This is an optimization exercise on Yosys and OpenROAD, whose aim is small area, a short achievable clock period and few clock cycles per item, not a production implementation. RTL that was checked went through simulation tests only; none was proved equivalent to the original. Only the layout flow was run in runs 2 to 4; the RTL was not checked for function there.

$ cat flow/design.v
module rvdff #( parameter WIDTH=1, SHORT=0 )
   (
     input logic [WIDTH-1:0] din,
     input logic           clk,
     input logic                   rst_l,
     output logic [WIDTH-1:0] dout
     );
if (SHORT == 1) begin
   assign dout = din;
end
else begin
   always_ff @(posedge clk or negedge rst_l) begin
      if (rst_l == 0)
        dout[WIDTH-1:0] <= 0;
      else
        dout[WIDTH-1:0] <= din[WIDTH-1:0];
   end
end
endmodule
module rvdffs #( parameter WIDTH=1, SHORT=0 )
   (
     input logic [WIDTH-1:0] din,
     input logic             en,
     input logic           clk,
     input logic                   rst_l,
     output logic [WIDTH-1:0] dout
     );
if (SHORT == 1) begin : genblock
   assign dout = din;
end
else begin : genblock
   rvdff #(WIDTH) dffs (.din((en) ? din[WIDTH-1:0] : dout[WIDTH-1:0]), .*);
end
endmodule
module rvdffe #( parameter WIDTH=1, SHORT=0, OVERRIDE=0 )
   (
     input  logic [WIDTH-1:0] din,
     input  logic           en,
     input  logic           clk,
     input  logic           rst_l,
     input  logic             scan_mode,
     output logic [WIDTH-1:0] dout
     );
   rvdffs #(WIDTH) dff ( .* );
endmodule  
module rvtwoscomp #( parameter WIDTH=32 )
   (
     input logic [WIDTH-1:0] din,
     output logic [WIDTH-1:0] dout
     );
   logic [WIDTH-1:1]          dout_temp;    
   genvar                     i;
   for ( i = 1; i < WIDTH; i++ )  begin : flip_after_first_one
      assign dout_temp[i] = (|din[i-1:0]) ? ~din[i] : din[i];
   end : flip_after_first_one
   assign dout[WIDTH-1:0]  = { dout_temp[WIDTH-1:1], din[0] };
endmodule   
module el2_exu_div_ctl
  (
   input logic           clk,                        
   input logic           rst_l,                      
   input logic           dp_valid,                   
   input logic           dp_unsign,                  
   input logic           dp_rem,                     
   input logic  [31:0]   dividend,                   
   input logic  [31:0]   divisor,                    
   input logic           cancel,                     
   output logic          finish_dly,                 
   output logic [31:0]   out                         
  );
   logic [31:0]          out_raw;
   assign out[31:0] = {32{finish_dly}} & out_raw[31:0];      
        el2_exu_div_new_4bit_fullshortq         i_new_4bit_div_fullshortq       (
            .clk              ( clk                      ),    
            .rst_l            ( rst_l                    ),    
            .scan_mode        ( 1'b0                     ),    
            .cancel           ( cancel                   ),    
            .valid_in         ( dp_valid                 ),    
            .signed_in        (~dp_unsign                ),    
            .rem_in           ( dp_rem                   ),    
            .dividend_in      ( dividend[31:0]           ),    
            .divisor_in       ( divisor[31:0]            ),    
            .valid_out        ( finish_dly               ),    
            .data_out         ( out_raw[31:0]            ));   
endmodule  
module el2_exu_div_new_4bit_fullshortq
  (
   input  logic            clk,                        
   input  logic            rst_l,                      
   input  logic            scan_mode,                  
   input  logic            cancel,                     
   input  logic            valid_in,
   input  logic            signed_in,
   input  logic            rem_in,
   input  logic [31:0]     dividend_in,
   input  logic [31:0]     divisor_in,
   output logic            valid_out,
   output logic [31:0]     data_out
  );
   logic                   valid_ff_in, valid_ff;
   logic                   finish_raw, finish, finish_ff;
   logic                   running_state;
   logic                   misc_enable;
   logic         [2:0]     control_in, control_ff;
   logic                   dividend_sign_ff, divisor_sign_ff, rem_ff;
   logic                   count_enable;
   logic         [6:0]     count_in, count_ff;
   logic                   smallnum_case;
   logic         [3:0]     smallnum;
   logic                   a_enable, a_shift;
   logic        [31:0]     a_in, a_ff;
   logic                   b_enable, b_twos_comp;
   logic        [32:0]     b_in;
   logic        [37:0]     b_ff;
   logic        [31:0]     q_in, q_ff;
   logic                   rq_enable;
   logic                   r_sign_sel;
   logic                   r_restore_sel;
   logic                   r_adder01_sel, r_adder02_sel, r_adder03_sel;
   logic                   r_adder04_sel, r_adder05_sel, r_adder06_sel, r_adder07_sel;
   logic                   r_adder08_sel, r_adder09_sel, r_adder10_sel, r_adder11_sel;
   logic                   r_adder12_sel, r_adder13_sel, r_adder14_sel, r_adder15_sel;
   logic        [32:0]     r_in, r_ff;
   logic                   twos_comp_q_sel, twos_comp_b_sel;
   logic        [31:0]     twos_comp_in, twos_comp_out;
   logic        [15:1]     quotient_raw;
   logic         [3:0]     quotient_new;
   logic        [34:0]     adder01_out;
   logic        [35:0]     adder02_out;
   logic        [36:0]     adder03_out;
   logic        [37:0]     adder04_out;
   logic        [37:0]     adder05_out;
   logic        [37:0]     adder06_out;
   logic        [37:0]     adder07_out;
   logic        [37:0]     adder08_out;
   logic        [37:0]     adder09_out;
   logic        [37:0]     adder10_out;
   logic        [37:0]     adder11_out;
   logic        [37:0]     adder12_out;
   logic        [37:0]     adder13_out;
   logic        [37:0]     adder14_out;
   logic        [37:0]     adder15_out;
   logic        [64:0]     ar_shifted;
   logic         [5:0]     shortq;
   logic         [4:0]     shortq_shift;
   logic         [4:0]     shortq_decode;
   logic         [4:0]     shortq_shift_ff;
   logic                   shortq_enable;
   logic                   shortq_enable_ff;
   logic        [32:0]     shortq_dividend;
   logic                   by_zero_case;
   logic                   by_zero_case_ff;
   rvdffe #(19) i_misc_ff        (.*, .clk(clk), .en(misc_enable),     .din ({valid_ff_in, control_in[2:0], by_zero_case,    shortq_enable,    shortq_shift[4:0],    finish,    count_in[6:0]}),
                                                                       .dout({valid_ff,    control_ff[2:0], by_zero_case_ff, shortq_enable_ff, shortq_shift_ff[4:0], finish_ff, count_ff[6:0]}));
   rvdffe #(32) i_a_ff           (.*, .clk(clk), .en(a_enable),        .din(a_in[31:0]),           .dout(a_ff[31:0]));
   rvdffe #(33) i_b_ff           (.*, .clk(clk), .en(b_enable),        .din(b_in[32:0]),           .dout(b_ff[32:0]));
   rvdffe #(33) i_r_ff           (.*, .clk(clk), .en(rq_enable),       .din(r_in[32:0]),           .dout(r_ff[32:0]));
   rvdffe #(32) i_q_ff           (.*, .clk(clk), .en(rq_enable),       .din(q_in[31:0]),           .dout(q_ff[31:0]));
   assign valid_ff_in            =  valid_in  & ~cancel;
   assign control_in[2]          = (~valid_in & control_ff[2]) | (valid_in & signed_in  & dividend_in[31]);
   assign control_in[1]          = (~valid_in & control_ff[1]) | (valid_in & signed_in  &  divisor_in[31]);
   assign control_in[0]          = (~valid_in & control_ff[0]) | (valid_in & rem_in);
   assign dividend_sign_ff       =  control_ff[2];
   assign divisor_sign_ff        =  control_ff[1];
   assign rem_ff                 =  control_ff[0];
   assign by_zero_case           =  valid_ff & (b_ff[31:0] == 32'b0);
   assign misc_enable            =  valid_in | valid_ff | cancel | running_state | finish_ff;
   assign running_state          = (| count_ff[6:0]) | shortq_enable_ff;
   assign finish_raw             =   smallnum_case      |
                                     by_zero_case       |
                                    (count_ff[6:0] == 7'd32);
   assign finish                 =  finish_raw & ~cancel;
   assign count_enable           = (valid_ff | running_state) & ~finish & ~finish_ff & ~cancel & ~shortq_enable;
   assign count_in[6:0]          = {7{count_enable}} & (count_ff[6:0] + 7'd4 + {2'b0,shortq_shift_ff[4:0]});
   assign a_enable               =  valid_in | running_state;
   assign a_shift                =  running_state & ~shortq_enable_ff;
   assign ar_shifted[64:0]       = { {33{dividend_sign_ff}} , a_ff[31:0]} << {shortq_shift_ff[4:0]};
   assign a_in[31:0]             = ( {32{~a_shift & ~shortq_enable_ff}} &  dividend_in[31:0] ) |
                                   ( {32{ a_shift                    }} & {a_ff[27:0],4'b0}  ) |
                                   ( {32{            shortq_enable_ff}} &  ar_shifted[31:0]  );
   assign b_enable               =    valid_in | b_twos_comp;
   assign b_twos_comp            =    valid_ff & ~(dividend_sign_ff ^ divisor_sign_ff);
   assign b_in[32:0]             = ( {33{~b_twos_comp}} & { (signed_in & divisor_in[31]),divisor_in[31:0] } ) |
                                   ( {33{ b_twos_comp}} & {~divisor_sign_ff,twos_comp_out[31:0] } );
   assign rq_enable              =  valid_in | valid_ff | running_state;
   assign r_sign_sel             =  valid_ff      &  dividend_sign_ff & ~by_zero_case;
   assign r_restore_sel          =  running_state & (quotient_new[3:0] == 4'd00) & ~shortq_enable_ff;
   assign r_adder01_sel          =  running_state & (quotient_new[3:0] == 4'd01) & ~shortq_enable_ff;
   assign r_adder02_sel          =  running_state & (quotient_new[3:0] == 4'd02) & ~shortq_enable_ff;
   assign r_adder03_sel          =  running_state & (quotient_new[3:0] == 4'd03) & ~shortq_enable_ff;
   assign r_adder04_sel          =  running_state & (quotient_new[3:0] == 4'd04) & ~shortq_enable_ff;
   assign r_adder05_sel          =  running_state & (quotient_new[3:0] == 4'd05) & ~shortq_enable_ff;
   assign r_adder06_sel          =  running_state & (quotient_new[3:0] == 4'd06) & ~shortq_enable_ff;
   assign r_adder07_sel          =  running_state & (quotient_new[3:0] == 4'd07) & ~shortq_enable_ff;
   assign r_adder08_sel          =  running_state & (quotient_new[3:0] == 4'd08) & ~shortq_enable_ff;
   assign r_adder09_sel          =  running_state & (quotient_new[3:0] == 4'd09) & ~shortq_enable_ff;
   assign r_adder10_sel          =  running_state & (quotient_new[3:0] == 4'd10) & ~shortq_enable_ff;
   assign r_adder11_sel          =  running_state & (quotient_new[3:0] == 4'd11) & ~shortq_enable_ff;
   assign r_adder12_sel          =  running_state & (quotient_new[3:0] == 4'd12) & ~shortq_enable_ff;
   assign r_adder13_sel          =  running_state & (quotient_new[3:0] == 4'd13) & ~shortq_enable_ff;
   assign r_adder14_sel          =  running_state & (quotient_new[3:0] == 4'd14) & ~shortq_enable_ff;
   assign r_adder15_sel          =  running_state & (quotient_new[3:0] == 4'd15) & ~shortq_enable_ff;
   assign r_in[32:0]             = ( {33{r_sign_sel      }} & {33{1'b1}}               ) |
                                   ( {33{r_restore_sel   }} & {r_ff[28:0],a_ff[31:28]} ) |
                                   ( {33{r_adder01_sel   }} &  adder01_out[32:0]       ) |
                                   ( {33{r_adder02_sel   }} &  adder02_out[32:0]       ) |
                                   ( {33{r_adder03_sel   }} &  adder03_out[32:0]       ) |
                                   ( {33{r_adder04_sel   }} &  adder04_out[32:0]       ) |
                                   ( {33{r_adder05_sel   }} &  adder05_out[32:0]       ) |
                                   ( {33{r_adder06_sel   }} &  adder06_out[32:0]       ) |
                                   ( {33{r_adder07_sel   }} &  adder07_out[32:0]       ) |
                                   ( {33{r_adder08_sel   }} &  adder08_out[32:0]       ) |
                                   ( {33{r_adder09_sel   }} &  adder09_out[32:0]       ) |
                                   ( {33{r_adder10_sel   }} &  adder10_out[32:0]       ) |
                                   ( {33{r_adder11_sel   }} &  adder11_out[32:0]       ) |
                                   ( {33{r_adder12_sel   }} &  adder12_out[32:0]       ) |
                                   ( {33{r_adder13_sel   }} &  adder13_out[32:0]       ) |
                                   ( {33{r_adder14_sel   }} &  adder14_out[32:0]       ) |
                                   ( {33{r_adder15_sel   }} &  adder15_out[32:0]       ) |
                                   ( {33{shortq_enable_ff}} &  ar_shifted[64:32]       ) |
                                   ( {33{by_zero_case    }} & {1'b0,a_ff[31:0]}        );
   assign q_in[31:0]             = ( {32{~valid_ff     }} & {q_ff[27:0], quotient_new[3:0]} ) |
                                   ( {32{ smallnum_case}} & {28'b0     , smallnum[3:0]}     ) |
                                   ( {32{ by_zero_case }} & {32{1'b1}}                      );
   assign b_ff[37:33]            = {b_ff[32],b_ff[32],b_ff[32],b_ff[32],b_ff[32]};
   assign adder01_out[34:0]      = {         r_ff[30:0],a_ff[31:28]}  +                                                                   b_ff[34:0];
   assign adder02_out[35:0]      = {         r_ff[31:0],a_ff[31:28]}  +                                             {b_ff[34:0],1'b0};
   assign adder03_out[36:0]      = {         r_ff[32:0],a_ff[31:28]}  +                                             {b_ff[35:0],1'b0}  +  b_ff[36:0];
   assign adder04_out[37:0]      = {r_ff[32],r_ff[32:0],a_ff[31:28]}  +                       {b_ff[35:0],2'b0};
   assign adder05_out[37:0]      = {r_ff[32],r_ff[32:0],a_ff[31:28]}  +                       {b_ff[35:0],2'b0}  +                        b_ff[37:0];
   assign adder06_out[37:0]      = {r_ff[32],r_ff[32:0],a_ff[31:28]}  +                       {b_ff[35:0],2'b0}  +  {b_ff[36:0],1'b0};
   assign adder07_out[37:0]      = {r_ff[32],r_ff[32:0],a_ff[31:28]}  +                       {b_ff[35:0],2'b0}  +  {b_ff[36:0],1'b0}  +  b_ff[37:0];
   assign adder08_out[37:0]      = {r_ff[32],r_ff[32:0],a_ff[31:28]}  +  {b_ff[34:0],3'b0};
   assign adder09_out[37:0]      = {r_ff[32],r_ff[32:0],a_ff[31:28]}  +  {b_ff[34:0],3'b0} +                                              b_ff[37:0];
   assign adder10_out[37:0]      = {r_ff[32],r_ff[32:0],a_ff[31:28]}  +  {b_ff[34:0],3'b0} +                        {b_ff[36:0],1'b0};
   assign adder11_out[37:0]      = {r_ff[32],r_ff[32:0],a_ff[31:28]}  +  {b_ff[34:0],3'b0} +                        {b_ff[36:0],1'b0}  +  b_ff[37:0];
   assign adder12_out[37:0]      = {r_ff[32],r_ff[32:0],a_ff[31:28]}  +  {b_ff[34:0],3'b0} +  {b_ff[35:0],2'b0};
   assign adder13_out[37:0]      = {r_ff[32],r_ff[32:0],a_ff[31:28]}  +  {b_ff[34:0],3'b0} +  {b_ff[35:0],2'b0}  +                        b_ff[37:0];
   assign adder14_out[37:0]      = {r_ff[32],r_ff[32:0],a_ff[31:28]}  +  {b_ff[34:0],3'b0} +  {b_ff[35:0],2'b0}  +  {b_ff[36:0],1'b0};
   assign adder15_out[37:0]      = {r_ff[32],r_ff[32:0],a_ff[31:28]}  +  {b_ff[34:0],3'b0} +  {b_ff[35:0],2'b0}  +  {b_ff[36:0],1'b0}  +  b_ff[37:0];
   assign quotient_raw[01]       = (~adder01_out[34] ^ dividend_sign_ff) | ( (a_ff[27:0] == 28'b0) & (adder01_out[34:0] == 35'b0) );
   assign quotient_raw[02]       = (~adder02_out[35] ^ dividend_sign_ff) | ( (a_ff[27:0] == 28'b0) & (adder02_out[35:0] == 36'b0) );
   assign quotient_raw[03]       = (~adder03_out[36] ^ dividend_sign_ff) | ( (a_ff[27:0] == 28'b0) & (adder03_out[36:0] == 37'b0) );
   assign quotient_raw[04]       = (~adder04_out[37] ^ dividend_sign_ff) | ( (a_ff[27:0] == 28'b0) & (adder04_out[37:0] == 38'b0) );
   assign quotient_raw[05]       = (~adder05_out[37] ^ dividend_sign_ff) | ( (a_ff[27:0] == 28'b0) & (adder05_out[37:0] == 38'b0) );
   assign quotient_raw[06]       = (~adder06_out[37] ^ dividend_sign_ff) | ( (a_ff[27:0] == 28'b0) & (adder06_out[37:0] == 38'b0) );
   assign quotient_raw[07]       = (~adder07_out[37] ^ dividend_sign_ff) | ( (a_ff[27:0] == 28'b0) & (adder07_out[37:0] == 38'b0) );
   assign quotient_raw[08]       = (~adder08_out[37] ^ dividend_sign_ff) | ( (a_ff[27:0] == 28'b0) & (adder08_out[37:0] == 38'b0) );
   assign quotient_raw[09]       = (~adder09_out[37] ^ dividend_sign_ff) | ( (a_ff[27:0] == 28'b0) & (adder09_out[37:0] == 38'b0) );
   assign quotient_raw[10]       = (~adder10_out[37] ^ dividend_sign_ff) | ( (a_ff[27:0] == 28'b0) & (adder10_out[37:0] == 38'b0) );
   assign quotient_raw[11]       = (~adder11_out[37] ^ dividend_sign_ff) | ( (a_ff[27:0] == 28'b0) & (adder11_out[37:0] == 38'b0) );
   assign quotient_raw[12]       = (~adder12_out[37] ^ dividend_sign_ff) | ( (a_ff[27:0] == 28'b0) & (adder12_out[37:0] == 38'b0) );
   assign quotient_raw[13]       = (~adder13_out[37] ^ dividend_sign_ff) | ( (a_ff[27:0] == 28'b0) & (adder13_out[37:0] == 38'b0) );
   assign quotient_raw[14]       = (~adder14_out[37] ^ dividend_sign_ff) | ( (a_ff[27:0] == 28'b0) & (adder14_out[37:0] == 38'b0) );
   assign quotient_raw[15]       = (~adder15_out[37] ^ dividend_sign_ff) | ( (a_ff[27:0] == 28'b0) & (adder15_out[37:0] == 38'b0) );
   assign quotient_new[0]        = ( quotient_raw[15:01] == 15'b000_0000_0000_0001 ) |   
                                   ( quotient_raw[15:03] == 13'b000_0000_0000_01   ) |   
                                   ( quotient_raw[15:05] == 11'b000_0000_0001      ) |   
                                   ( quotient_raw[15:07] ==  9'b000_0000_01        ) |   
                                   ( quotient_raw[15:09] ==  7'b000_0001           ) |   
                                   ( quotient_raw[15:11] ==  5'b000_01             ) |   
                                   ( quotient_raw[15:13] ==  3'b001                ) |   
                                   ( quotient_raw[   15] ==  1'b1                  );    
   assign quotient_new[1]        = ( quotient_raw[15:02] == 14'b000_0000_0000_001  ) |   
                                   ( quotient_raw[15:03] == 13'b000_0000_0000_01   ) |   
                                   ( quotient_raw[15:06] == 10'b000_0000_001       ) |   
                                   ( quotient_raw[15:07] ==  9'b000_0000_01        ) |   
                                   ( quotient_raw[15:10] ==  6'b000_001            ) |   
                                   ( quotient_raw[15:11] ==  5'b000_01             ) |   
                                   ( quotient_raw[15:14] ==  2'b01                 ) |   
                                   ( quotient_raw[   15] ==  1'b1                  );    
   assign quotient_new[2]        = ( quotient_raw[15:04] == 12'b000_0000_0000_1    ) |   
                                   ( quotient_raw[15:05] == 11'b000_0000_0001      ) |   
                                   ( quotient_raw[15:06] == 10'b000_0000_001       ) |   
                                   ( quotient_raw[15:07] ==  9'b000_0000_01        ) |   
                                   ( quotient_raw[15:12] ==  4'b000_1              ) |   
                                   ( quotient_raw[15:13] ==  3'b001                ) |   
                                   ( quotient_raw[15:14] ==  2'b01                 ) |   
                                   ( quotient_raw[   15] ==  1'b1                  );    
   assign quotient_new[3]        = ( quotient_raw[15:08] ==  8'b000_0000_1         ) |   
                                   ( quotient_raw[15:09] ==  7'b000_0001           ) |   
                                   ( quotient_raw[15:10] ==  6'b000_001            ) |   
                                   ( quotient_raw[15:11] ==  5'b000_01             ) |   
                                   ( quotient_raw[15:12] ==  4'b000_1              ) |   
                                   ( quotient_raw[15:13] ==  3'b001                ) |   
                                   ( quotient_raw[15:14] ==  2'b01                 ) |   
                                   ( quotient_raw[   15] ==  1'b1                  );    
   assign twos_comp_b_sel        =  valid_ff           & ~(dividend_sign_ff ^ divisor_sign_ff);
   assign twos_comp_q_sel        = ~valid_ff & ~rem_ff &  (dividend_sign_ff ^ divisor_sign_ff) & ~by_zero_case_ff;
   assign twos_comp_in[31:0]     = ( {32{twos_comp_q_sel}} & q_ff[31:0] ) |
                                   ( {32{twos_comp_b_sel}} & b_ff[31:0] );
   rvtwoscomp #(32) i_twos_comp  (.din(twos_comp_in[31:0]), .dout(twos_comp_out[31:0]));
   assign valid_out              =  finish_ff & ~cancel;
   assign data_out[31:0]         = ( {32{~rem_ff & ~twos_comp_q_sel}} & q_ff[31:0]          ) |
                                   ( {32{ rem_ff                   }} & r_ff[31:0]          ) |
                                   ( {32{           twos_comp_q_sel}} & twos_comp_out[31:0] );
   assign smallnum_case          = ( (a_ff[31:4]  == 28'b0) & (b_ff[31:4] == 28'b0) & ~by_zero_case & ~rem_ff & valid_ff & ~cancel) |
                                   ( (a_ff[31:0]  == 32'b0) &                         ~by_zero_case & ~rem_ff & valid_ff & ~cancel);
   assign smallnum[3]            = ( a_ff[3] &                                  ~b_ff[3] & ~b_ff[2] & ~b_ff[1]           );
   assign smallnum[2]            = ( a_ff[3] &                                  ~b_ff[3] & ~b_ff[2] &            ~b_ff[0]) |
                                   (            a_ff[2] &                       ~b_ff[3] & ~b_ff[2] & ~b_ff[1]           ) |
                                   ( a_ff[3] &  a_ff[2] &                       ~b_ff[3] & ~b_ff[2]                      );
   assign smallnum[1]            = (            a_ff[2] &                       ~b_ff[3] & ~b_ff[2] &            ~b_ff[0]) |
                                   (                       a_ff[1] &            ~b_ff[3] & ~b_ff[2] & ~b_ff[1]           ) |
                                   ( a_ff[3] &                                  ~b_ff[3] &            ~b_ff[1] & ~b_ff[0]) |
                                   ( a_ff[3] & ~a_ff[2] &                       ~b_ff[3] & ~b_ff[2] &  b_ff[1] &  b_ff[0]) |
                                   (~a_ff[3] &  a_ff[2] &  a_ff[1] &            ~b_ff[3] & ~b_ff[2]                      ) |
                                   ( a_ff[3] &  a_ff[2] &                       ~b_ff[3] &                       ~b_ff[0]) |
                                   ( a_ff[3] &  a_ff[2] &                       ~b_ff[3] &  b_ff[2] & ~b_ff[1]           ) |
                                   ( a_ff[3] &             a_ff[1] &            ~b_ff[3] &            ~b_ff[1]           ) |
                                   ( a_ff[3] &  a_ff[2] &  a_ff[1] &            ~b_ff[3] &  b_ff[2]                      );
   assign smallnum[0]            = (            a_ff[2] &  a_ff[1] &  a_ff[0] & ~b_ff[3] &            ~b_ff[1]           ) |
                                   ( a_ff[3] & ~a_ff[2] &             a_ff[0] & ~b_ff[3] &             b_ff[1] &  b_ff[0]) |
                                   (            a_ff[2] &                       ~b_ff[3] &            ~b_ff[1] & ~b_ff[0]) |
                                   (                       a_ff[1] &            ~b_ff[3] & ~b_ff[2] &            ~b_ff[0]) |
                                   (                                  a_ff[0] & ~b_ff[3] & ~b_ff[2] & ~b_ff[1]           ) |
                                   (~a_ff[3] &  a_ff[2] & ~a_ff[1] &            ~b_ff[3] & ~b_ff[2] &  b_ff[1] &  b_ff[0]) |
                                   (~a_ff[3] &  a_ff[2] &  a_ff[1] &            ~b_ff[3] &                       ~b_ff[0]) |
                                   ( a_ff[3] &                                             ~b_ff[2] & ~b_ff[1] & ~b_ff[0]) |
                                   ( a_ff[3] & ~a_ff[2] &                       ~b_ff[3] &  b_ff[2] &  b_ff[1]           ) |
                                   (~a_ff[3] &  a_ff[2] &  a_ff[1] &            ~b_ff[3] &  b_ff[2] & ~b_ff[1]           ) |
                                   (~a_ff[3] &  a_ff[2] &             a_ff[0] & ~b_ff[3] &            ~b_ff[1]           ) |
                                   ( a_ff[3] & ~a_ff[2] & ~a_ff[1] &            ~b_ff[3] &  b_ff[2] &             b_ff[0]) |
                                   (           ~a_ff[2] &  a_ff[1] &  a_ff[0] & ~b_ff[3] & ~b_ff[2]                      ) |
                                   ( a_ff[3] &  a_ff[2] &                                             ~b_ff[1] & ~b_ff[0]) |
                                   ( a_ff[3] &             a_ff[1] &                       ~b_ff[2] &            ~b_ff[0]) |
                                   (~a_ff[3] &  a_ff[2] &  a_ff[1] &  a_ff[0] & ~b_ff[3] &  b_ff[2]                      ) |
                                   ( a_ff[3] &  a_ff[2] &                        b_ff[3] & ~b_ff[2]                      ) |
                                   ( a_ff[3] &             a_ff[1] &             b_ff[3] & ~b_ff[2] & ~b_ff[1]           ) |
                                   ( a_ff[3] &                        a_ff[0] &            ~b_ff[2] & ~b_ff[1]           ) |
                                   ( a_ff[3] &            ~a_ff[1] &            ~b_ff[3] &  b_ff[2] &  b_ff[1] &  b_ff[0]) |
                                   ( a_ff[3] &  a_ff[2] &  a_ff[1] &             b_ff[3] &                       ~b_ff[0]) |
                                   ( a_ff[3] &  a_ff[2] &  a_ff[1] &             b_ff[3] &            ~b_ff[1]           ) |
                                   ( a_ff[3] &  a_ff[2] &             a_ff[0] &  b_ff[3] &            ~b_ff[1]           ) |
                                   ( a_ff[3] & ~a_ff[2] &  a_ff[1] &            ~b_ff[3] &             b_ff[1]           ) |
                                   ( a_ff[3] &             a_ff[1] &  a_ff[0] &            ~b_ff[2]                      ) |
                                   ( a_ff[3] &  a_ff[2] &  a_ff[1] &  a_ff[0] &  b_ff[3]                                 );
   assign shortq_dividend[32:0]   = {dividend_sign_ff,a_ff[31:0]};
   logic [5:0]  dw_a_enc;
   logic [5:0]  dw_b_enc;
   logic [6:0]  dw_shortq_raw;
   el2_exu_div_cls i_a_cls  (
       .operand  ( shortq_dividend[32:0]  ),
       .cls      ( dw_a_enc[4:0]          ));
   el2_exu_div_cls i_b_cls  (
       .operand  ( b_ff[32:0]             ),
       .cls      ( dw_b_enc[4:0]          ));
   assign dw_a_enc[5]             =  1'b0;
   assign dw_b_enc[5]             =  1'b0;
   assign dw_shortq_raw[6:0]      =  {1'b0,dw_b_enc[5:0]} - {1'b0,dw_a_enc[5:0]} + 7'd1;
   assign shortq[5:0]             =  dw_shortq_raw[6]  ?  6'd0  :  dw_shortq_raw[5:0];
   assign shortq_enable           =  valid_ff & ~shortq[5] & ~(shortq[4:2] ==  3'b111) & ~cancel;
   assign shortq_decode[4:0]      = ( {5{shortq[4:0] == 5'd31}} & 5'd00) |
                                    ( {5{shortq[4:0] == 5'd30}} & 5'd00) |
                                    ( {5{shortq[4:0] == 5'd29}} & 5'd00) |
                                    ( {5{shortq[4:0] == 5'd28}} & 5'd00) |
                                    ( {5{shortq[4:0] == 5'd27}} & 5'd04) |
                                    ( {5{shortq[4:0] == 5'd26}} & 5'd04) |
                                    ( {5{shortq[4:0] == 5'd25}} & 5'd04) |
                                    ( {5{shortq[4:0] == 5'd24}} & 5'd04) |
                                    ( {5{shortq[4:0] == 5'd23}} & 5'd08) |
                                    ( {5{shortq[4:0] == 5'd22}} & 5'd08) |
                                    ( {5{shortq[4:0] == 5'd21}} & 5'd08) |
                                    ( {5{shortq[4:0] == 5'd20}} & 5'd08) |
                                    ( {5{shortq[4:0] == 5'd19}} & 5'd12) |
                                    ( {5{shortq[4:0] == 5'd18}} & 5'd12) |
                                    ( {5{shortq[4:0] == 5'd17}} & 5'd12) |
                                    ( {5{shortq[4:0] == 5'd16}} & 5'd12) |
                                    ( {5{shortq[4:0] == 5'd15}} & 5'd16) |
                                    ( {5{shortq[4:0] == 5'd14}} & 5'd16) |
                                    ( {5{shortq[4:0] == 5'd13}} & 5'd16) |
                                    ( {5{shortq[4:0] == 5'd12}} & 5'd16) |
                                    ( {5{shortq[4:0] == 5'd11}} & 5'd20) |
                                    ( {5{shortq[4:0] == 5'd10}} & 5'd20) |
                                    ( {5{shortq[4:0] == 5'd09}} & 5'd20) |
                                    ( {5{shortq[4:0] == 5'd08}} & 5'd20) |
                                    ( {5{shortq[4:0] == 5'd07}} & 5'd24) |
                                    ( {5{shortq[4:0] == 5'd06}} & 5'd24) |
                                    ( {5{shortq[4:0] == 5'd05}} & 5'd24) |
                                    ( {5{shortq[4:0] == 5'd04}} & 5'd24) |
                                    ( {5{shortq[4:0] == 5'd03}} & 5'd28) |
                                    ( {5{shortq[4:0] == 5'd02}} & 5'd28) |
                                    ( {5{shortq[4:0] == 5'd01}} & 5'd28) |
                                    ( {5{shortq[4:0] == 5'd00}} & 5'd28);
   assign shortq_shift[4:0]       = ~shortq_enable     ?  5'd0  :  shortq_decode[4:0];
endmodule  
module el2_exu_div_cls
  (
   input  logic [32:0] operand,
   output logic [4:0]  cls                   
   );
   logic [4:0]   cls_zeros;
   logic [4:0]   cls_ones;
assign cls_zeros[4:0]             = ({5{operand[31]    ==  {           1'b1} }} & 5'd00) |
                                    ({5{operand[31:30] ==  {{ 1{1'b0}},1'b1} }} & 5'd01) |
                                    ({5{operand[31:29] ==  {{ 2{1'b0}},1'b1} }} & 5'd02) |
                                    ({5{operand[31:28] ==  {{ 3{1'b0}},1'b1} }} & 5'd03) |
                                    ({5{operand[31:27] ==  {{ 4{1'b0}},1'b1} }} & 5'd04) |
                                    ({5{operand[31:26] ==  {{ 5{1'b0}},1'b1} }} & 5'd05) |
                                    ({5{operand[31:25] ==  {{ 6{1'b0}},1'b1} }} & 5'd06) |
                                    ({5{operand[31:24] ==  {{ 7{1'b0}},1'b1} }} & 5'd07) |
                                    ({5{operand[31:23] ==  {{ 8{1'b0}},1'b1} }} & 5'd08) |
                                    ({5{operand[31:22] ==  {{ 9{1'b0}},1'b1} }} & 5'd09) |
                                    ({5{operand[31:21] ==  {{10{1'b0}},1'b1} }} & 5'd10) |
                                    ({5{operand[31:20] ==  {{11{1'b0}},1'b1} }} & 5'd11) |
                                    ({5{operand[31:19] ==  {{12{1'b0}},1'b1} }} & 5'd12) |
                                    ({5{operand[31:18] ==  {{13{1'b0}},1'b1} }} & 5'd13) |
                                    ({5{operand[31:17] ==  {{14{1'b0}},1'b1} }} & 5'd14) |
                                    ({5{operand[31:16] ==  {{15{1'b0}},1'b1} }} & 5'd15) |
                                    ({5{operand[31:15] ==  {{16{1'b0}},1'b1} }} & 5'd16) |
                                    ({5{operand[31:14] ==  {{17{1'b0}},1'b1} }} & 5'd17) |
                                    ({5{operand[31:13] ==  {{18{1'b0}},1'b1} }} & 5'd18) |
                                    ({5{operand[31:12] ==  {{19{1'b0}},1'b1} }} & 5'd19) |
                                    ({5{operand[31:11] ==  {{20{1'b0}},1'b1} }} & 5'd20) |
                                    ({5{operand[31:10] ==  {{21{1'b0}},1'b1} }} & 5'd21) |
                                    ({5{operand[31:09] ==  {{22{1'b0}},1'b1} }} & 5'd22) |
                                    ({5{operand[31:08] ==  {{23{1'b0}},1'b1} }} & 5'd23) |
                                    ({5{operand[31:07] ==  {{24{1'b0}},1'b1} }} & 5'd24) |
                                    ({5{operand[31:06] ==  {{25{1'b0}},1'b1} }} & 5'd25) |
                                    ({5{operand[31:05] ==  {{26{1'b0}},1'b1} }} & 5'd26) |
                                    ({5{operand[31:04] ==  {{27{1'b0}},1'b1} }} & 5'd27) |
                                    ({5{operand[31:03] ==  {{28{1'b0}},1'b1} }} & 5'd28) |
                                    ({5{operand[31:02] ==  {{29{1'b0}},1'b1} }} & 5'd29) |
                                    ({5{operand[31:01] ==  {{30{1'b0}},1'b1} }} & 5'd30) |
                                    ({5{operand[31:00] ==  {{31{1'b0}},1'b1} }} & 5'd31) |
                                    ({5{operand[31:00] ==  {{32{1'b0}}     } }} & 5'd00);     
assign cls_ones[4:0]              = ({5{operand[31:30] ==  {{ 1{1'b1}},1'b0} }} & 5'd00) |
                                    ({5{operand[31:29] ==  {{ 2{1'b1}},1'b0} }} & 5'd01) |
                                    ({5{operand[31:28] ==  {{ 3{1'b1}},1'b0} }} & 5'd02) |
                                    ({5{operand[31:27] ==  {{ 4{1'b1}},1'b0} }} & 5'd03) |
                                    ({5{operand[31:26] ==  {{ 5{1'b1}},1'b0} }} & 5'd04) |
                                    ({5{operand[31:25] ==  {{ 6{1'b1}},1'b0} }} & 5'd05) |
                                    ({5{operand[31:24] ==  {{ 7{1'b1}},1'b0} }} & 5'd06) |
                                    ({5{operand[31:23] ==  {{ 8{1'b1}},1'b0} }} & 5'd07) |
                                    ({5{operand[31:22] ==  {{ 9{1'b1}},1'b0} }} & 5'd08) |
                                    ({5{operand[31:21] ==  {{10{1'b1}},1'b0} }} & 5'd09) |
                                    ({5{operand[31:20] ==  {{11{1'b1}},1'b0} }} & 5'd10) |
                                    ({5{operand[31:19] ==  {{12{1'b1}},1'b0} }} & 5'd11) |
                                    ({5{operand[31:18] ==  {{13{1'b1}},1'b0} }} & 5'd12) |
                                    ({5{operand[31:17] ==  {{14{1'b1}},1'b0} }} & 5'd13) |
                                    ({5{operand[31:16] ==  {{15{1'b1}},1'b0} }} & 5'd14) |
                                    ({5{operand[31:15] ==  {{16{1'b1}},1'b0} }} & 5'd15) |
                                    ({5{operand[31:14] ==  {{17{1'b1}},1'b0} }} & 5'd16) |
                                    ({5{operand[31:13] ==  {{18{1'b1}},1'b0} }} & 5'd17) |
                                    ({5{operand[31:12] ==  {{19{1'b1}},1'b0} }} & 5'd18) |
                                    ({5{operand[31:11] ==  {{20{1'b1}},1'b0} }} & 5'd19) |
                                    ({5{operand[31:10] ==  {{21{1'b1}},1'b0} }} & 5'd20) |
                                    ({5{operand[31:09] ==  {{22{1'b1}},1'b0} }} & 5'd21) |
                                    ({5{operand[31:08] ==  {{23{1'b1}},1'b0} }} & 5'd22) |
                                    ({5{operand[31:07] ==  {{24{1'b1}},1'b0} }} & 5'd23) |
                                    ({5{operand[31:06] ==  {{25{1'b1}},1'b0} }} & 5'd24) |
                                    ({5{operand[31:05] ==  {{26{1'b1}},1'b0} }} & 5'd25) |
                                    ({5{operand[31:04] ==  {{27{1'b1}},1'b0} }} & 5'd26) |
                                    ({5{operand[31:03] ==  {{28{1'b1}},1'b0} }} & 5'd27) |
                                    ({5{operand[31:02] ==  {{29{1'b1}},1'b0} }} & 5'd28) |
                                    ({5{operand[31:01] ==  {{30{1'b1}},1'b0} }} & 5'd29) |
                                    ({5{operand[31:00] ==  {{31{1'b1}},1'b0} }} & 5'd30) |
                                    ({5{operand[31:00] ==  {{32{1'b1}}     } }} & 5'd31);
assign cls[4:0]                   =  operand[32]  ?  cls_ones[4:0]  :  cls_zeros[4:0];
endmodule  
$ cat flow/run.sh
#!/bin/bash
# synth_recipe.tcl (not shown) runs the flow's synth.tcl, then flattens the netlist and writes it again
# the make line also repeats each setting of config.mk as NAME=value (left out here)
make -C /OpenROAD-flow-scripts/flow DESIGN_CONFIG=/design/flow/config.mk WORK_HOME=/design/flow/orfs CLKGATE_MAP_FILE= SYNTH_SCRIPT=/design/flow/synth_recipe.tcl finish
$ cat flow/constraint.sdc
create_clock -name core_clock -period 12.0 [get_ports {clk}]
set_input_delay 2.4000 -clock core_clock [delete_from_list [all_inputs] [get_ports {clk}]]
set_output_delay 2.4000 -clock core_clock [all_outputs]
set_load 0.01 [all_outputs]
$ cat flow/config.mk
export PLATFORM = sky130hd
export DESIGN_NAME = el2_exu_div_ctl
export DESIGN_NICKNAME = el2_exu_div_ctl
export VERILOG_FILES = /design/flow/design.v
export SDC_FILE = /design/flow/constraint.sdc
export NUM_CORES = 8
export LEC_CHECK = 0
export CAP_MARGIN = 40
export CORE_MARGIN = 2
export CORE_UTILIZATION = 40
export SETUP_SLACK_MARGIN = 1.0
export SLEW_MARGIN = 40
==> results.txt, run 1 <==
* Status: timing/DRC/antenna clean
* Crit path arrival time at 11,320 ps
* Slew headroom at 28.1%
* Most used DFF post-synth: dfrtp_1
* Max incr delay on CP at 550 ps
* IO Pins at 103
* Synth top area share at 12.8%
* Via count at 72,200
* Top layer in use: met5
* WP data required at 12,380 ps
* DRC viols at 0
* Starting density of the core at 40.3%
* Share of cells above drive strength 1 at 13.1%
* Max Clock Freq at 0.0915 GHz
* Commonest non-fill, non-tap cell in the layout: nand2_1
* GRT Overall Usage at 55.4%
* DR pass1 iterations at 12
* Hold Violations, Final at 0
* Die Ht at 363 um
* Cell Rows at 131
* Area growth syn-to-layout at 16.1%
* RSZ-0062 raised after global routing: true
* Post-route cell area at 59,800 sq um
* Worst hold stages at 1
* Post-synthesis sequential area ratio at 7.14%
* Worst setup SP type: register
* Post-route ant nets at 0
* Clock Path Buffers at 2
* FF-to-FF path depth at 37
* Ranking of synthesized cells by area: ha_1 (13%), a21oi_1 (7.3%), dfrtp_1 (7.1%), nand2_1 (5.7%), nor2_1 (5.1%)
* Die X at 363 um
* Max_cap viols at 0
* H-Tree Depth at 4
* Worst Path Max Fanout at 8
* Slew @ Worst Pin at 1050 ps
* Most Frequent Cell on Critical Path: buf_4
* Met1 wire length at 135,000 um
* Clock latency on the worst-skew pair at 550 ps
* Critical path capture point type: register
* Final worst path period share at 91.1%
* Worst-path clk slew at 80 ps
* Final Max Tran Viols at 0
* Largest net degree at the start of global routing at 67
* Drt total wl at 382,000 um
* CTS buffer count at 17
* First-pass GRT wire length at 513,000 um
* Die ar. at 132,000 sq um
* Worst Hold Class: reg2reg
* Core ar. at 128,000 sq um
* Hold buffers post-CTS at 0
* Commonest non-fill, non-tap cells in the layout: nand2_1 (772), a21oi_1 (734), nor2_1 (683), buf_4 (544), ha_1 (496)
* Port Buf Inserts at 102
* Gr ovfl total at 0
* Synth cell types at 116
* Syn avg cell area at 6.88 sq um
* Hpwl dp at 310,000 um
* Async S/R FF share, synth at 100%
* Yosys top cell by area: ha_1
* Mapped Nets at 8,129
* Initial DRC count at 12,400
* GP Congestion at 1.24
* Post-synth EDFFs at 0
* Placed Area at 57,600 sq um
* Synth Register Bits at 147
* Crit Path Class: reg2reg
* Routed met3 length at 60,300 um
* Number of global-route vias before repair at 63,600
* Fin nets at 8,410
* Root Buffer: clkbuf_16
* Clock Skews at 29.6 ps
* Synthesized cell area at 51,500 sq um
* Clock sink count at 147
* DR WL met2 at 143,000 um
* Cell count after synthesis at 7,489
* Syn. warnings at 3
* Initial antenna violation count at 79
* Setup-failing EPs final at 0
* Routed vias/inst at 7.58
* R2R setup slack at 1070 ps
* Minimum clock period at 10,930 ps
* TritonCTS clock tree: built
* CP max-delay cell: a222oi_1
* WL per Instance at 40.2 um
-- Yosys cell counts, drive strengths merged, types with 87 or more instances --
library cell	instances
a21o	177
a211oi	138
mux2i	118
dfrtp	147
xnor2	213
o21ai	518
and2	87
nand4	137
o211ai	118
inv	218
nand2	778
a31oi	109
ha	526
a21oi	756
nor3	212
nor2	696
nand3	175
nor4	111
clkbuf	347
xor2	194
o21a	117
a221oi	99
-- metal layers --
metal / vias to the layer above / GRT usage, %
met5: - / 0
met4: 58 / 48.9
met3: 1930 / 24.0
met2: 6481 / 74.4
met1: 34200 / 66.1
li1: 29500 / -
-- how the worst max path moves through the flow --
stage | startpoint | endpoint | slack (ps) | depth (start not counted)
3_5_place_dp | register | register | 180 | 43
4_1_cts | register | register | 1020 | 44
6_report | register | register | 1070 | 37
2_1_floorplan | register | register | 2180 | 42
3_3_place_gp | register | register | -150 | 42
5_1_grt | register | register | 860 | 43
-- logic make-up (layout without fill, tap and decap cells) --
| logic type | count (synthesis) | count (layout) | synth area share [%] |
|---|---|---|---|
| compound gates | 2907 | 2907 | 38.3 |
| xor+xnor | 409 | 409 | 7.01 |
| fa+ha+maj | 570 | 570 | 14.5 |
| buf+inv | 638 | 931 | 4.78 |
| flops | 147 | 147 | 7.14 |
| mux | 144 | 144 | 2.88 |
| other cells | 0 | 70 | 0 |
| simple gates | 2674 | 2675 | 25.4 |
-- worst max-delay path: cells and delay by family, from the launching register on --
kind                       cells  cell delay, ps
AOI/OAI and AO/OA             15            4160
xor gates and xnor gates       2             490
adders and majority gates      4            1740
buffers and inverters          5             950
DFF                            1             490
muxes                          1             410
and+or+nand+nor               10            2530
-- sequential cells by signal, indices dropped and copies added (netlist names), named ones only --
| signal | cells |
|---|---|
| i_new_4bit_div_fullshortq.i_q_ff.dff.genblock.dffs.dout | 32 |
| i_new_4bit_div_fullshortq.i_a_ff.dff.genblock.dffs.dout | 32 |
| i_new_4bit_div_fullshortq.i_r_ff.dff.genblock.dffs.dout | 33 |
| i_new_4bit_div_fullshortq.i_misc_ff.dff.genblock.dffs.dout | 16 |
| i_new_4bit_div_fullshortq.i_b_ff.dff.genblock.dffs.dout | 33 |
-- layout make-up --
| class | instances | area, sq um |
|---|---|---|
| Antenna cell | 70 | 175 |
| Clock buffer | 17 | 425 |
| Fill cell | 13000 | 67900 |
| Inverter | 220 | 826 |
| Clock inverter | 15 | 203 |
| Sequential cell | 147 | 3700 |
| Multi-Input combinational cell | 6705 | 46700 |
| Tap cell | 1662 | 2080 |
| Timing Repair Buffer | 679 | 5650 |
-- what timing repair did --
action,in CTS,in global routing
resized for setup,41,166
pin swaps,5,37
gates cloned,1,1
endpoints found under the setup margin,34,35
buffers inserted,4,37
-- metrics by stage --
| stage | setup TNS, ps | hold WS (ps) | cells | setup slack [ps] | utilization, % |
|---|---|---|---|---|---|
| after floorplan | 0 | 465 | 7489 | 2180 | - |
| after global placement | -228 | 493 | 9356 | -151 | 44.8 |
| after detailed placement | 0 | 493 | 9369 | 176 | 45.1 |
| after CTS | 0 | 518 | 9406 | 1020 | 45.8 |
| after global routing | 0 | 531 | 9451 | 864 | 46.7 |
| final | 0 | 515 | 9515 | 1070 | 46.8 |
Testbench counts, summed over its fixed seeds: cycles 20,136, items 3,200.
==> run 2: changes to the inputs <==
==> flow/design.v (replaced) <==
module el2_exu_div_ctl
  (
   input logic           clk,                        
   input logic           rst_l,                      
   input logic           dp_valid,                   
   input logic           dp_unsign,                  
   input logic           dp_rem,                     
   input logic  [31:0]   dividend,                   
   input logic  [31:0]   divisor,                    
   input logic           cancel,                     
   output logic          finish_dly,                 
   output logic [31:0]   out                         
  );
   function automatic logic [5:0] clz32 (input logic [31:0] x);
      clz32 = 6'd32;
      for (int i = 0; i < 32; i++)
         if (x[i]) clz32 = 31 - i;
   endfunction
   logic        sv_ff;                  
   logic        it_ff;                  
   logic        fin_ff;                 
   logic [3:0]  cnt_ff;                 
   logic        busy;
   logic [31:0] r_ff;                   
   logic [31:0] q_ff;                   
   logic [32:0] b_ff;                   
   logic        rem_ff, negq_ff, negr_ff;
   logic        sa, sb;
   logic [31:0] abs_a, abs_b;
   assign busy  = sv_ff | it_ff;
   assign sa    = ~dp_unsign & dividend[31];
   assign sb    = ~dp_unsign & divisor[31];
   assign abs_a = sa ? -dividend : dividend;
   assign abs_b = sb ? -divisor  : divisor;
   logic [5:0]  clza, clzb;
   logic [6:0]  sdiff;
   logic        bzero, early;
   logic [4:0]  tsh;
   logic [32:0] b_al;
   assign clza  = clz32(r_ff);
   assign clzb  = clz32(b_ff[31:0]);
   assign bzero = clzb[5];
   assign sdiff = {1'b0,clzb} - {1'b0,clza};
   assign early = sdiff[6];                               
   assign tsh   = bzero ? 5'd31 : {sdiff[4:1],1'b1};
   assign b_al  = {1'b0,b_ff[31:0]} << tsh;
   logic [33:0] d1;
   logic [32:0] d2;
   logic        q1, q2;
   logic [31:0] r1, r2;
   assign d1 = {2'b0,r_ff} - {1'b0,b_ff};
   assign q1 = it_ff & ~d1[33];
   assign r1 = q1 ? d1[31:0] : r_ff;
   assign d2 = {1'b0,r1} - {1'b0,b_ff[32:1]};
   assign q2 = it_ff & ~d2[32];
   assign r2 = q2 ? d2[31:0] : r1;
   always_ff @(posedge clk or negedge rst_l) begin
      if (!rst_l) begin
         sv_ff  <= 1'b0;
         it_ff  <= 1'b0;
         fin_ff <= 1'b0;
      end
      else begin
         sv_ff  <= dp_valid & ~cancel;
         it_ff  <= ~cancel & ((sv_ff & ~early) | (it_ff & (cnt_ff != 4'd0)));
         fin_ff <= ~cancel & it_ff & (cnt_ff == 4'd0);
      end
   end
   always_ff @(posedge clk) begin
      cnt_ff <= sv_ff ? tsh[4:1] : cnt_ff - 4'd1;
      q_ff   <= it_ff ? {q_ff[29:0], q1, q2} : 32'b0;
      r_ff   <= busy ? r2 : abs_a;
      b_ff   <= sv_ff ? b_al : it_ff ? {2'b0, b_ff[32:2]} : {1'b0, abs_b};
      if (!busy) begin
         rem_ff  <= dp_rem;
         negr_ff <= sa;
         negq_ff <= sa ^ sb;
      end
      else if (sv_ff & bzero)
         negq_ff <= 1'b0;
   end
   logic [31:0] res;
   logic        negres;
   assign res        = rem_ff ? r_ff : q_ff;
   assign negres     = rem_ff ? negr_ff : negq_ff;
   assign out        = negres ? -res : res;
   assign finish_dly = ~cancel & (fin_ff | (sv_ff & early));
endmodule  
==> results.txt, run 2 <==
* Status: timing/DRC/antenna clean
* Synth cell types at 91 (-22%)
* DR pass1 iterations at 5 (-7)
* TritonCTS clock tree: built
* Commonest non-fill, non-tap cells in the layout: a21oi_1 (160), nor2_1 (154), o21ai_0 (108), clkdlybuf4s50_1 (102), dfxtp_1 (101)
* Clock sink count at 107 (-27%)
* CTS buffer count at 9 (-8)
* Clock Path Buffers at 2 (unchanged)
* Worst setup SP type: register
* Crit path setup slack, layout at 4480 ps (+3420 ps)
* Yosys top cell by area: dfxtp_1
* Gr ovfl total at 0 (unchanged)
* Antenna fix cells at 0 (-100%)
* Hold EP: q_ff[29]$_SDFF_PN0_
* Max incr delay on CP at 550 ps (about the same)
* List of most frequent post-synthesis cells: a21oi_1 (160), nor2_1 (155), o21ai_0 (108), dfxtp_1 (101), nand2_1 (100)
* Place WS at 4630 ps (+4450 ps)
* Mapped Nets at 1,698 (-79%)
* Hold buffers post-CTS at 0 (unchanged)
* Cell Rows at 62 (-53%)
* WP data required at 12,290 ps (-90 ps)
* Worst Path Max Fanout at 40 (+32)
* Slew @ Worst Pin at 946 ps (-105 ps)
* Clock latency on the worst-skew pair at 380 ps (-170 ps)
* Largest net degree at the start of global routing at 96 (+43%)
* Async S/R FF share, synth at 2.80% (-97 points)
* Post-synthesis sequential area ratio at 18.7% (+12 points)
* H-Tree Depth at 3 (-1)
* Die ar. at 30,600 sq um (-77%)
* Worst-path clk slew at 90 ps (about the same)
* Post-route ant nets at 0 (unchanged)
* R2R setup slack at 4480 ps (+3420 ps)
* Port Buf Inserts at 102 (unchanged)
* Most common cell in the synthesized netlist: a21oi_1
* GRT Overall Usage at 24.3% (-31 points)
* Post-CTS resize count at 0 (-100%)
* Crit path arrival time at 7800 ps (-3520 ps)
* Final Max Tran Viols at 0 (unchanged)
* Critical path capture point type: register
* Postcts setup bufs at 0 (-4)
* GP Congestion at 0.940 (-24%)
* Hold wc startpoint: q_ff[27]$_SDFF_PN0_
* Number of global-route vias before repair at 11,000 (-83%)
* Post-route cell area at 13,400 sq um (-78%)
* Max_cap viols at 0 (unchanged)
* Placed Area at 13,000 sq um (-77%)
* CP max-delay cell: a2111oi_0
* Worst Hold Class: reg2reg
* FF-to-FF Start: b_ff[1]$_DFF_P_
* Hpwl dp at 29,700 um (-90%)
* Ranking of synthesized cells by area: dfxtp_1 (17%), ha_1 (7.8%), a21oi_1 (6.8%), mux2i_1 (6.0%), xnor2_1 (5.2%)
* Share of cells above drive strength 1 at 5.94% (-7.2 points)
* Root Buffer: clkbuf_16
* Synth Register Bits at 107 (-27%)
* Most used DFF post-synth: dfxtp_1
* Commonest non-fill, non-tap cell in the layout: a21oi_1
* Synthesized cell area at 11,700 sq um (-77%)
* DRC viols at 0 (unchanged)
* Cell count after synthesis at 1,552 (-79%)
* Routed vias/inst at 5.90 (-22%)
* IO Pins at 103 (unchanged)
* Fin nets at 1,757 (-79%)
* Hold Violations, Final at 0 (unchanged)
* FF-to-FF path depth at 26 (-30%)
* Slew headroom at 36.3% (+8.2 points)
* Post-synth EDFFs at 3 (+3)
* Final worst path period share at 62.6% (-28 points)
* Setup TNS at 0 ps (unchanged)
* Drt total wl at 37,600 um (-90%)
* Core ar. at 28,800 sq um (-77%)
* Initial DRC count at 957 (-92%)
* Max Clock Freq at 0.133 GHz (+45%)
* Syn. warnings at 1 (-2)
* Die Ht at 175 um (-52%)
* WL per Instance at 18.8 um (-53%)
* Top flop regs: b_ff (33), q_ff (32), r_ff (32)
* Die X at 175 um (-52%)
* Clock Skews at 17.9 ps (-11.8 ps)
* Setup-failing EPs final at 0 (unchanged)
* Synth top area share at 17.3% (+4.5 points)
* Via count at 11,800 (-84%)
* Minimum clock period at 7520 ps (-3420 ps)
* Starting density of the core at 40.7% (+0.33 points)
* Largest reg by FF count: b_ff
* Max reg flops at 33
* Crit Path Class: reg2reg
* Worst reg2reg endpoint: r_ff[26]$_DFF_P_
* Syn avg cell area at 7.54 sq um (+9.7%)
* RSZ-0062 raised after global routing: false
* First-pass GRT wire length at 59,700 um (-88%)
* Worst hold stages at 1 (unchanged)
* Initial antenna violation count at 0 (-100%)
* Area growth syn-to-layout at 14.2%
run 2: cell types whose count changed in the layout (fill, tap and decap cells not counted), sizes merged, moves of 129 or more:
cell   previous run  this run
a21o            177        29
a21oi           756       160
buf             577        13
dfrtp           147         3
ha              526        73
inv             226        76
nand2           779       101
nand3           175        19
nand4           137         8
nor2            696       156
nor3            212        41
o21ai           518       113
xnor2           213        70
run 2: logic make-up after synthesis:
kind of cell,synth area share [%]
buffers and inverters,4.87
flip-flops,18.7
XOR/XNOR,10.5
multiplexers,9.26
AND/OR/NAND/NOR,20.7
adder cells (fa/ha/maj),8.32
AO/OA/AOI/OAI,27.7
run 2: worst max-delay path by stage:
stage,slack (ps),to,from,depth (start not counted)
after CTS,4600,r_ff[21]$_DFF_P_,b_ff[2]$_DFF_P_,25
after floorplan,5010,out[28],rem_ff$_DFFE_PP_,19
after detailed placement,4630,r_ff[21]$_DFF_P_,b_ff[2]$_DFF_P_,25
final,4480,r_ff[26]$_DFF_P_,b_ff[1]$_DFF_P_,26
after global routing,3870,r_ff[25]$_DFF_P_,b_ff[5]$_DFF_P_,26
after global placement,4830,r_ff[25]$_DFF_P_,b_ff[2]$_DFF_P_,25
run 2: critical path, delay by kind of cell, from the launching register on:
kind / cells / cell delay, ps
compound gates: 12 / 3110
simple gates: 5 / 1540
buf+inv: 5 / 1080
fa+ha+maj: 3 / 870
flops: 1 / 480
mux: 1 / 300
run 2: per-stage QoR:
stage          cells  hold slack (ps)  util, %
2_1_floorplan   1552              429        -
3_3_place_gp    1983              448     45.3
3_5_place_dp    1984              454     45.3
4_1_cts         2000              471     46.4
5_1_grt         2000              485     46.5
6_report        2000              467     46.5
run 2: final cells by class:
type / count / area (sq um)
Clock inverter: 7 / 87.6
Multi-Input combinational cell: 1303 / 8970
Sequential cell: 107 / 2190
Tap cell: 384 / 480
Timing Repair Buffer: 115 / 1130
Clock buffer: 9 / 225
Inverter: 75 / 282
Fill cell: 2885 / 15400
run 2: layer usage:
| layer | up-vias | track usage, % | wire length (um) |
|---|---|---|---|
| met3 | 55 | 3.15 | 2000 |
| met5 | - | 0 | 0 |
| li1 | 5819 | - | - |
| met2 | 392 | 39.0 | 16700 |
| met4 | 0 | 7.57 | 983 |
| met1 | 5527 | 33.8 | 18000 |
==> run 3: changes to the inputs <==
--- a/flow/config.mk
+++ b/flow/config.mk
@@ -8,5 +8,5 @@
 export CAP_MARGIN = 40
 export CORE_MARGIN = 2
 export CORE_UTILIZATION = 40
-export SETUP_SLACK_MARGIN = 1.0
+export SETUP_SLACK_MARGIN = 5
 export SLEW_MARGIN = 40
==> results.txt, run 3 <==
* Crit. Startpoint: b_ff[8]$_DFF_P_
* FF-to-FF Start: b_ff[8]$_DFF_P_
* Max_cap viols at 0 (unchanged)
* Die ar. at 30,600 sq um (unchanged)
* CTS buffer count at 9 (unchanged)
* Minimum clock period at 6690 ps (-829 ps)
* Commonest non-fill, non-tap cell in the layout: a21oi_1
* GP Congestion at 0.940 (unchanged)
* DRC viols at 0 (unchanged)
* Synth cell types at 91 (unchanged)
* # fillers at 2,889 (+0.14%)
* Cell count after synthesis at 1,552 (unchanged)
* Area growth syn-to-layout at 15.6%
* Drt total wl at 38,200 um (+1.5%)
* Slew headroom at 37.0% (+0.71 points)
* Main combinational cell family by area after synthesis: compound AO/OA/AOI/OAI gates
* Xor/xnor share of the synthesized area at 10.5% (unchanged)
* Slew @ Worst Pin at 936 ps (-10.6 ps)
* Post-synthesis adder-cell area fraction at 8.32% (unchanged)
* Async S/R FF share, synth at 2.80% (unchanged)
* Setup TNS at 0 ps (unchanged)
* List of most frequent post-synthesis cells: a21oi_1 (160), nor2_1 (155), o21ai_0 (108), dfxtp_1 (101), nand2_1 (100)
* Post-synthesis sequential area ratio at 18.7% (unchanged)
* Die X at 175 um (unchanged)
* Commonest non-fill, non-tap cells in the layout: a21oi_1 (157), nor2_1 (153), o21ai_0 (108), clkdlybuf4s50_1 (101), nand2_1 (99)
* Clock sink count at 107 (unchanged)
* Root Buffer: clkbuf_16
* Syn avg cell area at 7.54 sq um (unchanged)
* Die Ht at 175 um (unchanged)
* Critical path capture point type: register
* Worst-path clk slew at 90 ps (about the same)
* Final Max Tran Viols at 0 (unchanged)
* Hpwl dp at 29,700 um (unchanged)
* Crit path arrival time at 6960 ps (-840 ps)
* R2R setup slack at 5310 ps (+830 ps)
* Largest reg by FF count: b_ff
* Synthesized cell area at 11,700 sq um (unchanged)
* Post-synth EDFFs at 3 (unchanged)
* Number of global-route vias before repair at 11,000 (+0.073%)
* Starting density of the core at 40.7% (unchanged)
* Clock latency on the worst-skew pair at 380 ps (about the same)
* Ranking of synthesized cells by area: dfxtp_1 (17%), ha_1 (7.8%), a21oi_1 (6.8%), mux2i_1 (6.0%), xnor2_1 (5.2%)
* Max reg flops at 33 (unchanged)
* Worst Hold Class: reg2reg
* Routed vias/inst at 5.90 (about the same)
* Max Clock Freq at 0.150 GHz (+12%)
* Cell Rows at 62 (unchanged)
* Top flop regs: b_ff (33), q_ff (32), r_ff (32)
* IO Pins at 103 (unchanged)
* Most used DFF post-synth: dfxtp_1
* TritonCTS clock tree: built
* FF-to-FF path depth at 26 (unchanged)
* Clock Path Buffers at 2 (unchanged)
* Hold Violations, Final at 0 (unchanged)
* Initial DRC count at 1,021 (+6.7%)
* Initial antenna violation count at 0 (unchanged)
* Syn. warnings at 1 (unchanged)
* Clock Skews at 17.4 ps (-0.480 ps)
* Worst Path Max Fanout at 40 (unchanged)
* Worst hold stages at 1 (unchanged)
* Core ar. at 28,800 sq um (unchanged)
* RSZ-0062 raised after global routing: false
* Most common cell in the synthesized netlist: a21oi_1
* Status: timing/DRC/antenna clean
* Hold buffers post-CTS at 0 (unchanged)
* Synth top area share at 17.3% (unchanged)
* GRT Overall Usage at 24.3% (+0.028 points)
* Post-route ant nets at 0 (unchanged)
* DR pass1 iterations at 5 (unchanged)
* Yosys top cell by area: dfxtp_1
* Port Buf Inserts at 102 (unchanged)
* Final worst path period share at 55.7% (-6.9 points)
* Largest net degree at the start of global routing at 96 (unchanged)
* Mapped Nets at 1,698 (unchanged)
* Fin nets at 1,762 (+0.28%)
* First-pass GRT wire length at 59,700 um (+0.10%)
* Simple-Gate Fraction of Synth Area at 20.7% (unchanged)
* WP data required at 12,270 ps (-20 ps)
* Via count at 11,800 (+0.25%)
* Gr ovfl total at 0 (unchanged)
* Share of cells above drive strength 1 at 7.59% (+1.6 points)
* Compound-Gate Fraction of Synth Area at 27.7% (unchanged)
* Crit Path Class: reg2reg
* Post-layout util at 47.0% (+0.57 points)
* WL per Instance at 19.0 um (+1.2%)
* Synth Register Bits at 107 (unchanged)
* Setup-failing EPs final at 0 (unchanged)
* Antenna fix cells at 0 (unchanged)
* Mux cell area share after synthesis at 9.26% (unchanged)
* Worst setup SP type: register
* Hold wc startpoint: q_ff[27]$_SDFF_PN0_
* H-Tree Depth at 3 (unchanged)
[run 3: cell counts after synthesis]
Identical to the previous run, type by type.
[run 3: what timing repair did]
item                                    CTS  global route
gates cloned                              0             2
pin swaps                                 0            12
setup buffers                             0             3
endpoints found under the setup margin   22            37
gates resized for setup                   9            31
[run 3: per-stage QoR]
stage	cell area, sq um	instances	hold WS (ps)	setup WS (ps)
after global placement	13000	1983	448	4830
after floorplan	11700	1552	429	5010
after CTS	13400	2000	471	5010
final	13500	2005	468	5310
after detailed placement	13000	1984	454	4630
after global routing	13500	2005	485	4990
[run 3: path summary, 6_finish.rpt]
check / to
setup / recovery: r_ff[16]$_DFF_P_
hold / removal: q_ff[29]$_SDFF_PN0_
setup reg to reg: r_ff[16]$_DFF_P_
hold reg to reg: q_ff[29]$_SDFF_PN0_
max in group asynchronous: it_ff$_DFF_PN0_
min in group asynchronous: sv_ff$_DFF_PN0_
[run 3: final cells by class]
| class | instances | area, sq um | share of cell area (%) |
|---|---|---|---|
| clock buffer | 9 | 225 | 1.66 |
| clock inverter | 7 | 87.6 | 0.647 |
| inverter | 75 | 284 | 2.10 |
| multi-input combinational | 1304 | 9060 | 66.9 |
| sequential | 107 | 2200 | 16.2 |
| tap | 384 | 480 | 3.55 |
| timing repair buffer | 119 | 1200 | 8.87 |
[run 3: layer usage]
| layer | global-route usage (%) | routed length, um | vias to the layer above |
|---|---|---|---|
| li1 | - | - | 5833 |
| met4 | 7.57 | 937 | 0 |
| met5 | 0 | 0 | - |
| met3 | 3.13 | 1830 | 48 |
| met2 | 39.2 | 17300 | 360 |
| met1 | 33.8 | 18200 | 5582 |
[run 3: worst max-delay path: stages, from the launching register on]
cell and delay (ps):
dfxtp_1 420, inv_1 140, ha_1 360, a21o_1 210, a211oi_2 310, o22ai_1 180
nor2_2 210, o311a_1 340, nor4_4 80, o31ai_4 280, buf_12 250, mux2_2 380
ha_1 200, inv_1 70, fa_1 230, a211o_1 180, a2111oi_2 80, or4b_1 610
o211ai_2 260, o21ai_1 170, o31a_1 300, a211o_1 310, buf_6 200, inv_4 200
nor2_4 90, buf_4 180, a221o_1 300
[run 3: kinds of logic after synthesis]
group | after synthesis
and+or+nand+nor | 483
xor gates and xnor gates | 140
adders and majority gates | 76
muxes | 99
buffers and inverters | 142
DFF | 107
AOI/OAI and AO/OA | 505
==> run 4: changes to the inputs <==
==> flow/flow/run.sh (new file) <==
#!/bin/bash
set -euo pipefail
MARGIN=${MARGIN:-6.5}
sed -E "s/SETUP_SLACK_MARGIN=[^ ]+/SETUP_SLACK_MARGIN=${MARGIN}/" standard.sh > standard_margin.sh
bash standard_margin.sh > flow.log 2>&1
==> flow/standard.sh (new file) <==
#!/bin/bash
# synth_recipe.tcl (not shown) runs the flow's synth.tcl, then flattens the netlist and writes it again
# the make line also repeats each setting of config.mk as NAME=value (left out here)
make -C /OpenROAD-flow-scripts/flow DESIGN_CONFIG=/design/flow/config.mk WORK_HOME=/design/flow/orfs CLKGATE_MAP_FILE= SYNTH_SCRIPT=/design/flow/synth_recipe.tcl "${@:-finish}"
removed: flow/run.sh
==> results.txt, run 4 <==
* Status: timing/DRC/antenna clean
* Port Buf Inserts at 102 (unchanged)
* Post-layout util at 53.3% (+6.3 points)
* Die X at 175 um (unchanged)
* # fillers at 2,740 (-5.2%)
* Routed vias/inst at 5.99 (+1.5%)
* Area growth syn-to-layout at 31.1%
* Synthesized cell area at 11,700 sq um (unchanged)
* Die ar. at 30,600 sq um (unchanged)
* DR pass1 iterations at 6 (+1)
* Core ar. at 28,800 sq um (unchanged)
* Mapped Nets at 1,698 (unchanged)
* Clock sink count at 107 (unchanged)
* Synth top area share at 17.3% (unchanged)
* Place WS at 4980 ps (+349 ps)
* Syn. warnings at 1 (unchanged)
* Via count at 12,500 (+5.8%)
* Largest reg by FF count: b_ff
* Max Clock Freq at 0.166 GHz (+11%)
* CP max-delay cell: fa_2
* Yosys top cell by area: dfxtp_1
* Final worst path period share at 50.2% (-5.5 points)
* WL per Instance at 19.8 um (+3.9%)
* Setup TNS at 0 ps (unchanged)
* TritonCTS clock tree: built
* Synth Register Bits at 107 (unchanged)
* Cell count after synthesis at 1,552 (unchanged)
* Share of cells above drive strength 1 at 19.6% (+12 points)
* Final Max Tran Viols at 0 (unchanged)
* Clock Path Buffers at 2 (unchanged)
* Die Ht at 175 um (unchanged)
* Hold Violations, Final at 0 (unchanged)
* DRC viols at 0 (unchanged)
* Post-route ant nets at 0 (unchanged)
* Top flop regs: b_ff (33), q_ff (32), r_ff (32)
* Cell Rows at 62 (unchanged)
* Async S/R FF share, synth at 2.80% (unchanged)
* Slew @ Worst Pin at 979 ps (+42.9 ps)
* Largest net degree at the start of global routing at 96 (unchanged)
* Max incr delay on CP at 440 ps (-170 ps)
* Max_cap viols at 0 (unchanged)
* H-Tree Depth at 3 (unchanged)
* Worst Hold Class: reg2reg
* Fin nets at 1,847 (+4.8%)
* WP data required at 9600 ps (-2670 ps)
* Antenna fix cells at 0 (unchanged)
* Critical path capture point type: output port
## run 4: cell counts after synthesis
Identical to the previous run, type by type.
## run 4: critical path: cells and delay by family (launching register included)
kind	cells	cell delay [ps]
AO/OA/AOI/OAI	12	1940
adder cells (fa/ha/maj)	1	440
buffers and inverters	1	130
flip-flops	1	370
AND/OR/NAND/NOR	3	370
## run 4: per-layer routing
metal  share of wire, %  track usage, %  vias up
met2                 46            43.0      520
met3                5.7            2.35       97
met4                4.1            10.6        0
met5                  0               0        -
met1                 44            34.5     5880
li1                   -               -     6017
## run 4: what timing repair did
action / in CTS / in global routing
hold buffers: 0 / 0
resized for setup: 186 / 78
gates cloned: 11 / 3
setup buffers: 45 / 33
pin swaps: 61 / 65
setup endpoints to repair: 60 / 51
hold endpoints to repair: 0 / 0
## run 4: final cells by class
type	instances	area [sq um]	area share, %
Clock inverter	7	87.6	0.571
Timing Repair Buffer	204	2150	14.0
Sequential cell	107	2240	14.6
Clock buffer	9	225	1.47
Inverter	75	300	1.96
Tap cell	384	480	3.13
Multi-Input combinational cell	1304	9860	64.3
## run 4: logic make-up (layout without fill, tap and decap cells)
group / count (synthesis) / in the layout / share of synthesized area, %
DFF: 107 / 107 / 18.7
and+or+nand+nor: 483 / 484 / 20.7
adders and majority gates: 76 / 76 / 8.32
AOI/OAI and AO/OA: 505 / 505 / 27.7
muxes: 99 / 99 / 9.26
buffers and inverters: 142 / 295 / 4.87
xor gates and xnor gates: 140 / 140 / 10.5
## run 4: per-stage QoR
stage | instances | hold WS, ps
after detailed placement | 1982 | 450
after global placement | 1982 | 438
after CTS | 2054 | 474
final | 2090 | 472
after global routing | 2090 | 492
after floorplan | 1552 | 429
## run 4: path summary, 6_finish.rpt
check | startpoint | to | slack (ps) | depth (start not counted)
min reg2reg | q_ff[27]$_SDFF_PN0_ | q_ff[29]$_SDFF_PN0_ | 470 | 1
min in group asynchronous | rst_l | sv_ff$_DFF_PN0_ | 2200 | 1
min | q_ff[27]$_SDFF_PN0_ | q_ff[29]$_SDFF_PN0_ | 470 | 1
max | r_ff[0]$_DFF_P_ | finish_dly | 5970 | 17
max reg2reg | b_ff[6]$_DFF_P_ | r_ff[27]$_DFF_P_ | 6030 | 27
max in group asynchronous | rst_l | it_ff$_DFF_PN0_ | 9640 | 1

-- static timing again, ports no longer ideal --
In the flow no input, the clock included, has a driving cell. The finished layouts below were timed again as built, in two steps.
Step 1: set_driving_cell puts a clkbuf_16 on clk and a buf_2 on each other input, an assumption about the parent block.
Step 2 moves the port delays by t, midway between the first and last clock arrival at a register: inputs arrive t later, outputs are due t later. That takes back most of the time a late clock gives input paths.
Slacks: ideal / step 1 / step 2; pairs: ideal / step 1.
run | t, ns | setup slack, ns | cell pins on the clock port's net
run 1 | 0.603 | 1.065 / 1.065 / 1.065 | 1
run 2 | 0.422 | 4.483 / 4.483 / 4.483 | 1
run 3 | 0.422 | 5.313 / 5.280 / 5.313 | 1
run 4 | 0.419 | 5.974 / 5.923 / 6.021 | 1
After both steps setup and hold are still met in every run listed.
